Context: an optimization exercise on an open-source flow, tuned for small area, a short achievable clock period and few clock cycles per item. The choices shown serve that exercise and are no tape-out recipe. Function was checked by simulation only, so behaviour that the tests miss may differ from the original.

== run G ==
Design imc, start of the top module:
module imc
  #(parameter INPUT_W = 16,
    parameter OUTPUT_W = 16)
(
    input  logic                   clk,
    input  logic                   rst_n,
    input  logic                   start,
    input  logic [INPUT_W-1:0]     aIn,
    input  logic [INPUT_W-1:0]     bIn,
    input  logic [INPUT_W-1:0]     cIn,
    input  logic [INPUT_W-1:0]     dIn,
    output logic                   ready,
    output logic [OUTPUT_W-1:0]    aOut,
    output logic [OUTPUT_W-1:0]    bOut,
    output logic [OUTPUT_W-1:0]    cOut,
    output logic [OUTPUT_W-1:0]    dOut,
    output logic                   aOut_sign,
    output logic                   bOut_sign,
    output logic                   cOut_sign,
    output logic                   dOut_sign
);
clock: 11.0 ns
lec_check: 0
cap_margin: 20
core_margin: 2
core_utilization: 60
setup_slack_margin: 4
slew_margin: 20
synth_hierarchical: 1
run.sh (not shown) runs the stock make flow with config.mk's settings and CLKGATE_MAP_FILE= SYNTH_SCRIPT=/design/flow/synth_recipe.tcl, a recipe that flattens the netlist after the stock synthesis.
Testbench counts of run G, summed over its fixed seeds: cycles 3,200, items 3,200.
Inputs modified between run G and run C:
--- a/flow/config.mk
+++ b/flow/config.mk
@@ -10,3 +10,3 @@
 export CORE_UTILIZATION = 60
-export SETUP_SLACK_MARGIN = 4
+export SETUP_SLACK_MARGIN = 3
 export SLEW_MARGIN = 20
[summary]
Part of the cycle the worst path needs ended up 0.29 points higher on run C than on run G.
Between run G and run C, the flow reports layout filler cell count increasing by a few percent.
For run C, the launching element of the worst setup path was dy_r[0], unlike run G, where it was cp_r.
In the route summary, run C ends up with a via count below that of run G.
Diff run G -> run C: number of sinks driven by the clock tree ~0 delta, horizontal die dimension ~0 delta, standard-cell row count ~0 delta, layout overhead on the synthesized area -5.7 points, global-route wire length before repair +about 0.8%.
On count of clock-buffer cells in the layout: run C sits above run G.
Looking at fmax, run C sits about 0.35% lower than run G does.

========
Another version of the RTL of imc (not shown whole).
Size in the first run: about 140 I/O pins.
clock: 11.0 ns
lec_check: 0
cap_margin: 20
core_margin: 2
core_utilization: 60
setup_slack_margin: 3
slew_margin: 20
synth_hierarchical: 1
The baseline produced a clean layout.
Testbench counts at the start, summed over its fixed seeds: cycles 3,200, items 3,200.
==> next run, changes <==
==> flow/flow/run.sh (new file) <==
#!/bin/bash
# The standard layout (the standard.sh, all ORFS steps from synthesis
# to finish), except that buffer_ports puts a buf_2 on every input and
# output port instead of the cell it picks on its own (a slow delay cell,
# clkdlybuf4s50_1). Timing repair still resizes port buffers as it needs.
# make's output goes to flow_make.log; ORFS keeps each step's log under
# orfs/logs.
set -euo pipefail
bash standard.sh "BUFFER_PORTS_ARGS=-buffer_cell sky130_fd_sc_hd__buf_2" finish > flow_make.log 2>&1
==> flow/standard.sh (new file) <==
#!/bin/bash
# synth_recipe.tcl (not shown) runs the flow's synth.tcl, then flattens the netlist and writes it again
# the make line also repeats each setting of config.mk as NAME=value (left out here)
make -C /OpenROAD-flow-scripts/flow DESIGN_CONFIG=/design/flow/config.mk WORK_HOME=/design/flow/orfs CLKGATE_MAP_FILE= SYNTH_SCRIPT=/design/flow/synth_recipe.tcl "${@:-finish}"
removed: flow/run.sh
Effect: The new run ran to the end with no violations; worst hold slack degrades by 0.38 ns; global-route usage is lower by 0.27 points; die area is unchanged; fmax is lower by 0.51%; worst setup slack degrades by 0.040 ns; first-iteration DRC count is higher by 6.5%; cell area is lower by 4.7%; clock-buffer cell count stays the same; wire length is lower by 1.2%; sequential share of layout area is higher by 0.40 points.
==> next run, changes <==
==> flow/run.sh (new file) <==
#!/bin/bash
# synth_recipe.tcl (not shown) runs the flow's synth.tcl, then flattens the netlist and writes it again
# the make line also repeats each setting of config.mk as NAME=value (left out here)
make -C /OpenROAD-flow-scripts/flow DESIGN_CONFIG=/design/flow/config.mk WORK_HOME=/design/flow/orfs CLKGATE_MAP_FILE= SYNTH_SCRIPT=/design/flow/synth_recipe.tcl finish
- SETUP_SLACK_MARGIN: 3 -> 5
removed: flow/flow/run.sh
removed: flow/standard.sh
Outcome: Sequential share of layout area decreases by 1.7 points; core utilization increases by 16 points.
==> next run, changes <==
- CORE_UTILIZATION: 60 -> 75
- SETUP_SLACK_MARGIN: 5 -> 3
What happened:
- The changed run finished with timing, DRC and antenna clean
- sequential share of layout area goes up by 1.4 points
- cell area goes down by 17%
- global-route usage goes up by 1.3 points
- worst setup slack loses 0.29 ns
- synthesized cell count does not change
- via count goes down by 9.8%
- wire length goes down by 22%
- clock-buffer cell count does not change
- die area goes down by 20%

========
run 1:
imc, a different RTL version from the one above (not shown whole).
Size in the first run: about 2,200 cells after synthesis, about 140 I/O pins, roughly 21,000 µm² of cells after synthesis.
==> flow/config.mk <==
export PLATFORM = sky130hd
export DESIGN_NAME = imc
export DESIGN_NICKNAME = imc
export VERILOG_FILES = /design/flow/design.v
export SDC_FILE = /design/flow/constraint.sdc
export NUM_CORES = 4
export LEC_CHECK = 0
export CAP_MARGIN = 20
export CORE_MARGIN = 2
export CORE_UTILIZATION = 60
export GPL_ROUTABILITY_DRIVEN = 0
export PLACE_DENSITY = 0.75
export SETUP_SLACK_MARGIN = 3
export SLEW_MARGIN = 20
export SYNTH_HIERARCHICAL = 1
==> flow/constraint.sdc <==
create_clock -name core_clock -period 11.0 [get_ports {clk}]
set_input_delay 2.2000 -clock core_clock [delete_from_list [all_inputs] [get_ports {clk}]]
set_output_delay 2.2000 -clock core_clock [all_outputs]
set_load 0.01 [all_outputs]
standard.sh (not shown) runs the stock make flow with config.mk's settings and CLKGATE_MAP_FILE= SYNTH_SCRIPT=/design/flow/synth_recipe.tcl, a recipe that flattens the netlist after the stock synthesis.
==> flow/flow/run.sh <==
#!/bin/bash
# The standard layout (the standard.sh, all ORFS steps from synthesis
# to finish), except that buffer_ports puts a buf_2 on every input and
# output port instead of the cell it picks on its own (a slow delay cell,
# clkdlybuf4s50_1). Timing repair still resizes port buffers as it needs.
# make's output goes to flow_make.log; ORFS keeps each step's log under
# orfs/logs.
set -euo pipefail
bash standard.sh "BUFFER_PORTS_ARGS=-buffer_cell sky130_fd_sc_hd__buf_2" finish > flow_make.log 2>&1
Run 1: done, clean on timing, DRC and antenna
Testbench counts of run 1, summed over its fixed seeds: cycles 3,200, items 3,200.
Relative to run 1, the following input files were edited for run 2:
Settings: clearing GPL_ROUTABILITY_DRIVEN, which used to be 0.
--- outcome ---
The fraction of area in multi-input gates on run 1 is in line with that on run 2.
Summary of run 2 over run 1: maximum count of clock buffers along a single path saw little to no change; post-layout instance area saw little to no change; wire length the detailed router placed on met1 saw an increase; worst slack on hold paths saw an increase.
Looking at the reports, run 2 completed the entire flow and the layout it produced met the timing, DRC and antenna checks.
Diff run 1 -> run 2: via count increased about 0.7%; wire length now larger; non-clock buffer count fell about 2%; total clock buffers created by CTS essentially unchanged; fraction of area in non-clock buffers essentially unchanged.
What run 3 does differently from run 2 at the input level:
Settings: SETUP_SLACK_MARGIN changed from 3 to 3.2.
--- outcome ---
Diff run 2 -> run 3 | met2 wire length | up by a few percent
Run 3 -> run 2: count of final max-slew check failures delta 0, exact match
From run 3 to run 2, final sequential cell count did not move at all.
Run 3 vs. run 2: highest cell delay on the worst timing path shows an increase of 0.06 ns; share of the cycle needed by the critical path after routing -0.75 points; final count of hold timing violations flat.
Comparing run 2 and run 3, the higher share of layout cells above drive strength 1 was measured on run 3.
Number of global-route vias before repair: run 3 vs run 2 up 1.9%
Run 2 and run 3 ended up with roughly the same global-route usage.
On total of endpoints with negative setup slack in the final report, run 2 and run 3 are basically level.

========
Another version of the RTL of imc (not shown whole).
For scale: roughly 45 flip-flops, ~21,000 um^2 of cells after synthesis.
clock: 11.0 ns
lec_check: 0
cap_margin: 20
core_margin: 2
core_utilization: 60
gpl_routability_driven: 0
setup_slack_margin: 3
slew_margin: 20
synth_hierarchical: 1
Scripts as last shown in full above: flow/flow/run.sh
Testbench counts at the start, summed over its fixed seeds: cycles 3,200, items 3,200.
Rerun with:
Settings changed: GPL_ROUTABILITY_DRIVEN 0 to default.
The changed run produced a clean layout.
Worst hold slack gets better by 0.0060 ns.
Non-clock buffer count goes down by 8.
Via count hardly moves.
Area after synthesis does not change.
Clock-buffer cell count goes up by 1.
Worst setup slack gets better by 0.078 ns.
Wire length goes down by 1.1%.
Fmax goes up by 0.99%.

========
Another version of the RTL of imc (not shown whole).
For scale: roughly 2200 cells after synthesis, ~140 I/O pins, about 21000 µm² of cells after synthesis.
==> flow/config.mk <==
export PLATFORM = sky130hd
export DESIGN_NAME = imc
export DESIGN_NICKNAME = imc
export VERILOG_FILES = /design/flow/design.v
export SDC_FILE = /design/flow/constraint.sdc
export NUM_CORES = 4
export LEC_CHECK = 0
export CAP_MARGIN = 20
export CORE_MARGIN = 2
export CORE_UTILIZATION = 60
export SETUP_SLACK_MARGIN = 3.2
export SLEW_MARGIN = 20
export SYNTH_HIERARCHICAL = 1
==> flow/constraint.sdc <==
create_clock -name core_clock -period 11.0 [get_ports {clk}]
set_input_delay 2.2000 -clock core_clock [delete_from_list [all_inputs] [get_ports {clk}]]
set_output_delay 2.2000 -clock core_clock [all_outputs]
set_load 0.01 [all_outputs]
Scripts as last shown in full above: flow/flow/run.sh
The starting point passed the timing, DRC and antenna checks.
Testbench counts at the start, summed over its fixed seeds: cycles 3,200, items 3,200.
Rerun with:
--- a/flow/config.mk
+++ b/flow/config.mk
@@ -9,5 +9,5 @@
 export CORE_MARGIN = 2
 export CORE_UTILIZATION = 60
-export SETUP_SLACK_MARGIN = 3.2
+export SETUP_SLACK_MARGIN = 3
 export SLEW_MARGIN = 20
 export SYNTH_HIERARCHICAL = 1
Result:
- global-route usage came out lower by 0.26 points
- synthesized cell count stays the same
- wire length came out lower by about 1.3%
- die area stays the same
- setup slack loses 0.0033 ns
- sequential share of layout area hardly moves

========
## run A
imc, a different RTL version from the one above (not shown whole).
Size: ~2200 cells after synthesis, roughly 67 flip-flops, ~140 I/O pins, about 23000 um^2 of cells after synthesis.
Settings: LEC_CHECK=0, ABC_CLOCK_PERIOD_IN_PS=5000, CAP_MARGIN=20, CORE_MARGIN=2, CORE_UTILIZATION=60, SETUP_SLACK_MARGIN=3, SLEW_MARGIN=20, SYNTH_HIERARCHICAL=1; clock period 11.0 ns.
run.sh (not shown) runs the stock make flow with config.mk's settings and CLKGATE_MAP_FILE= SYNTH_SCRIPT=/design/flow/synth_recipe.tcl, a recipe that flattens the netlist after the stock synthesis.
Stock flow here: none of the scripts above is used.
Run A ended with every stage complete and zero timing, DRC or antenna violations.
Testbench counts of run A, summed over its fixed seeds: cycles 3,200, items 3,200.
The following lists how run B was set up differently from run A:
- ABC_CLOCK_PERIOD_IN_PS: 5000 -> unset
==> run summary <==
Both conditions hold for run B: the flow ran to the end and the final layout passed the timing, DRC and antenna checks. Pin count of the biggest net entering global routing came out exactly the same in run A and run B. Diff run B..run A | highest fanout seen on the critical path | negligible. On area overhead of the layout relative to synthesis, run A and run B are basically level. Diff run A..run B | XOR/XNOR share of the synthesized area | unchanged. Delta (run B minus run A): global-route congestion overflow total ~0 delta; peak per-stage delay on the critical path stayed essentially flat; number of clock buffers in the layout has remained practically unchanged.

========
job 7645:
imc, a different RTL version from the one above (not shown whole).
Size: about 2300 cells after synthesis, about 45 flip-flops, about 140 I/O pins, about 0.022 mm^2 of cells after synthesis.
==> flow/design.v (excerpt) <==
module imc
  #(parameter INPUT_W = 16,
    parameter OUTPUT_W = 16)
(
    input  logic                   clk,
    input  logic                   rst_n,
    input  logic                   start,
    input  logic [INPUT_W-1:0]     aIn,
    input  logic [INPUT_W-1:0]     bIn,
    input  logic [INPUT_W-1:0]     cIn,
    input  logic [INPUT_W-1:0]     dIn,
    output logic                   ready,
    output logic [OUTPUT_W-1:0]    aOut,
    output logic [OUTPUT_W-1:0]    bOut,
    output logic [OUTPUT_W-1:0]    cOut,
    output logic [OUTPUT_W-1:0]    dOut,
    output logic                   aOut_sign,
    output logic                   bOut_sign,
    output logic                   cOut_sign,
    output logic                   dOut_sign
);
Settings: LEC_CHECK=0, CAP_MARGIN=20, CORE_MARGIN=2, CORE_UTILIZATION=60, SETUP_SLACK_MARGIN=3.5, SLEW_MARGIN=20, SYNTH_HIERARCHICAL=1; clock period 11.0 ns.
standard.sh (not shown) runs the stock make flow with config.mk's settings and CLKGATE_MAP_FILE= SYNTH_SCRIPT=/design/flow/synth_recipe.tcl, a recipe that flattens the netlist after the stock synthesis.
Scripts as last shown in full above: flow/flow/run.sh
Testbench counts of job 7645, summed over its fixed seeds: cycles 3,200, items 3,200.
For job 3975, these inputs were changed with respect to job 7645:
# job 7645
export LEC_CHECK = 0
export CAP_MARGIN = 20
export CORE_MARGIN = 2
export CORE_UTILIZATION = 60
export SETUP_SLACK_MARGIN = 3.5
export SLEW_MARGIN = 20
export SYNTH_HIERARCHICAL = 1
create_clock -name core_clock -period 11.0 [get_ports {clk}]
# job 3975
export LEC_CHECK = 0
export CAP_MARGIN = 20
export CORE_MARGIN = 2
export CORE_UTILIZATION = 50
export SETUP_SLACK_MARGIN = 3.3
export SLEW_MARGIN = 20
export SYNTH_HIERARCHICAL = 1
create_clock -name core_clock -period 11.0 [get_ports {clk}]
==> run summary <==
Job 3975 completed; timing, DRC and antenna clean. Against job 7645, job 3975 reports a delay of the slowest cell on the worst path that is higher. Job 3975 gives more wire length on met2 than job 7645 did. Final worst-path cycle share (higher): job 7645. The run showing the smaller total cell area at the placement stage is job 7645. | post-layout utilization of the core | job 3975 vs job 7645 | 15 points lower |. In the metrics for job 7645 and job 3975, the one carrying the lower per-cell routed wire length is job 3975.
#### Input delta (job 440 over job 3975)
# job 3975
export LEC_CHECK = 0
export CAP_MARGIN = 20
export CORE_MARGIN = 2
export CORE_UTILIZATION = 50
export SETUP_SLACK_MARGIN = 3.3
export SLEW_MARGIN = 20
export SYNTH_HIERARCHICAL = 1
create_clock -name core_clock -period 11.0 [get_ports {clk}]
# job 440
export LEC_CHECK = 0
export CAP_MARGIN = 20
export CORE_MARGIN = 2
export CORE_UTILIZATION = 60
export SETUP_SLACK_MARGIN = 3
export SLEW_MARGIN = 20
export SYNTH_HIERARCHICAL = 1
create_clock -name core_clock -period 11.0 [get_ports {clk}]
Findings:
- Job 440: PASS, flow complete, no timing, DRC or antenna violations
- Per the final summary, job 3975 finished and its layout is clean on timing, DRC and antenna.
- Taking job 3975 as the reference, in job 440 sequential cell count stayed essentially flat.
- The number of gates resized after CTS reported for job 440 is smaller than that of job 3975 by 120.

========
## job 5520
Another version of the RTL of imc (not shown whole).
Size in the first run: ~2100 cells after synthesis, about 45 flip-flops, ~0.021 mm^2 of cells after synthesis.
==> flow/config.mk <==
export PLATFORM = sky130hd
export DESIGN_NAME = imc
export DESIGN_NICKNAME = imc
export VERILOG_FILES = /design/flow/design.v
export SDC_FILE = /design/flow/constraint.sdc
export NUM_CORES = 4
export LEC_CHECK = 0
export CAP_MARGIN = 20
export CORE_MARGIN = 2
export CORE_UTILIZATION = 60
export PLACE_DENSITY = 0.75
export SETUP_SLACK_MARGIN = 3
export SLEW_MARGIN = 20
export SYNTH_HIERARCHICAL = 1
==> flow/constraint.sdc <==
create_clock -name core_clock -period 11.0 [get_ports {clk}]
set_input_delay 2.2000 -clock core_clock [delete_from_list [all_inputs] [get_ports {clk}]]
set_output_delay 2.2000 -clock core_clock [all_outputs]
set_load 0.01 [all_outputs]
Scripts as last shown in full above: flow/flow/run.sh
Testbench counts of job 5520, summed over its fixed seeds: cycles 3,200, items 3,200.
Input changes introduced in job 1063 (baseline for comparison: job 5520):
- clearing PLACE_DENSITY, which used to be 0.75
- swapping 60 for 70 in CORE_UTILIZATION
[summary]
- Delta (job 1063 minus job 5520): utilization went up by 12 points; global-route wire length before repair went down by 2.4%; area of the die went down by 14%; detailed-route via count went up by 0.88%.
- In the flow results for job 5520 and job 1063, the setup slack is larger on job 1063.
- Number of combinational gates with multiple inputs: job 1063 vs job 5520 identical
- Comparing job 1063 with job 5520, the sequential cell area share came out essentially unchanged.
Edits applied to the flow inputs when going from job 1063 to job 8746:
- swapping 70 for 60 in CORE_UTILIZATION
--- outcome ---
- Min final area across job 1063 and job 8746: job 8746
- Job 8746 vs job 1063: sum of routed wire segments on met1 up by more than 10%
- Higher fmax goes to job 1063 over job 8746.
- Final critical-path required period: job 8746 vs job 1063 up 0.061 ns
- In job 8746 the count of plain and timing-repair buffers turned out 3 lower than in job 1063.
- Setup slack for job 8746: 0.061 ns down relative to job 1063
- Final wirelength delta (job 1063 -> job 8746): insignificant
- Measured against each other, job 1063 and job 8746 differ in wire length of the first global-routing pass, the higher figure coming from job 8746.
- Taking job 1063 as the reference point, the area of placed instances of job 8746 rises by about 0.38%.

-- what the ideal ports hide --
The flow's constraints put no driver on any port. The routed layouts listed below were extracted and timed again, unchanged, in two steps.
Step 1 (the two cells are an assumption about what drives the block):
set clk [get_ports {clk}]
set_driving_cell -lib_cell sky130_fd_sc_hd__clkbuf_16 $clk
set_driving_cell -lib_cell sky130_fd_sc_hd__buf_2 [delete_from_list [all_inputs] $clk]
Step 2 times the ports against the registers' clock, not the clock port: input delays grow and output delays shrink by t, the midpoint of the rising clock arrivals with the driver on.
a / b / c = ideal / step 1 / step 2; a / b = the first two.
| run | t, ns | setup WS [ns] | worst register clock-pin slew, ns | pins driven straight from the clock port |
|---|---|---|---|---|
| run G | 0.390 | 2.105 / 2.058 / 2.447 | 0.07 / 0.07 | 1 |
| run C | 0.375 | 2.073 / 2.033 / 2.408 | 0.06 / 0.06 | 1 |
| the first run of note 2 | 0.385 | 3.145 / 3.140 / 2.768 | 0.06 / 0.06 | 1 |
| the second run of note 2 | 0.387 | 3.105 / 3.059 / 2.926 | 0.06 / 0.06 | 1 |
| the third run of note 2 | 0.408 | 3.167 / 3.120 / 3.477 | 0.07 / 0.07 | 1 |
| the fourth run of note 2 | 0.374 | 2.877 / 2.840 / 2.725 | 0.06 / 0.06 | 1 |
| run 1 | 0.330 | 3.112 / 3.130 / 2.800 | 0.07 / 0.07 | 1 |
| run 2 | 0.323 | 3.106 / 3.112 / 2.790 | 0.07 / 0.07 | 1 |
| run 3 | 0.322 | 3.188 / 3.115 / 2.793 | 0.06 / 0.06 | 1 |
| the first run of note 4 | 0.332 | 3.005 / 3.014 / 2.682 | 0.06 / 0.06 | 1 |
| the second run of note 4 | 0.328 | 3.083 / 3.052 / 2.724 | 0.06 / 0.06 | 1 |
| the first run of note 5 | 0.335 | 3.182 / 3.202 / 2.867 | 0.06 / 0.06 | 1 |
| the second run of note 5 | 0.336 | 3.178 / 3.173 / 2.850 | 0.06 / 0.06 | 1 |
| run A | 0.386 | 2.875 / 2.829 / 2.718 | 0.07 / 0.07 | 1 |
| run B | 0.386 | 2.875 / 2.829 / 2.718 | 0.07 / 0.07 | 1 |
| job 7645 | 0.327 | 3.224 / 3.153 / 2.826 | 0.06 / 0.06 | 1 |
| job 3975 | 0.338 | 3.367 / 3.318 / 3.091 | 0.06 / 0.06 | 1 |
| job 440 | 0.337 | 3.198 / 3.172 / 2.854 | 0.07 / 0.07 | 1 |
| job 5520 | 0.324 | 3.131 / 3.080 / 2.757 | 0.07 / 0.07 | 1 |
| job 1063 | 0.324 | 3.170 / 3.157 / 2.833 | 0.06 / 0.06 | 1 |
| job 8746 | 0.323 | 3.109 / 3.087 / 2.764 | 0.06 / 0.06 | 1 |
After both steps setup and hold are still met in every run listed. For job 7645, which loses most, drivers alone change the setup slack by -0.071 ns; drivers and shift together by -0.398 ns.
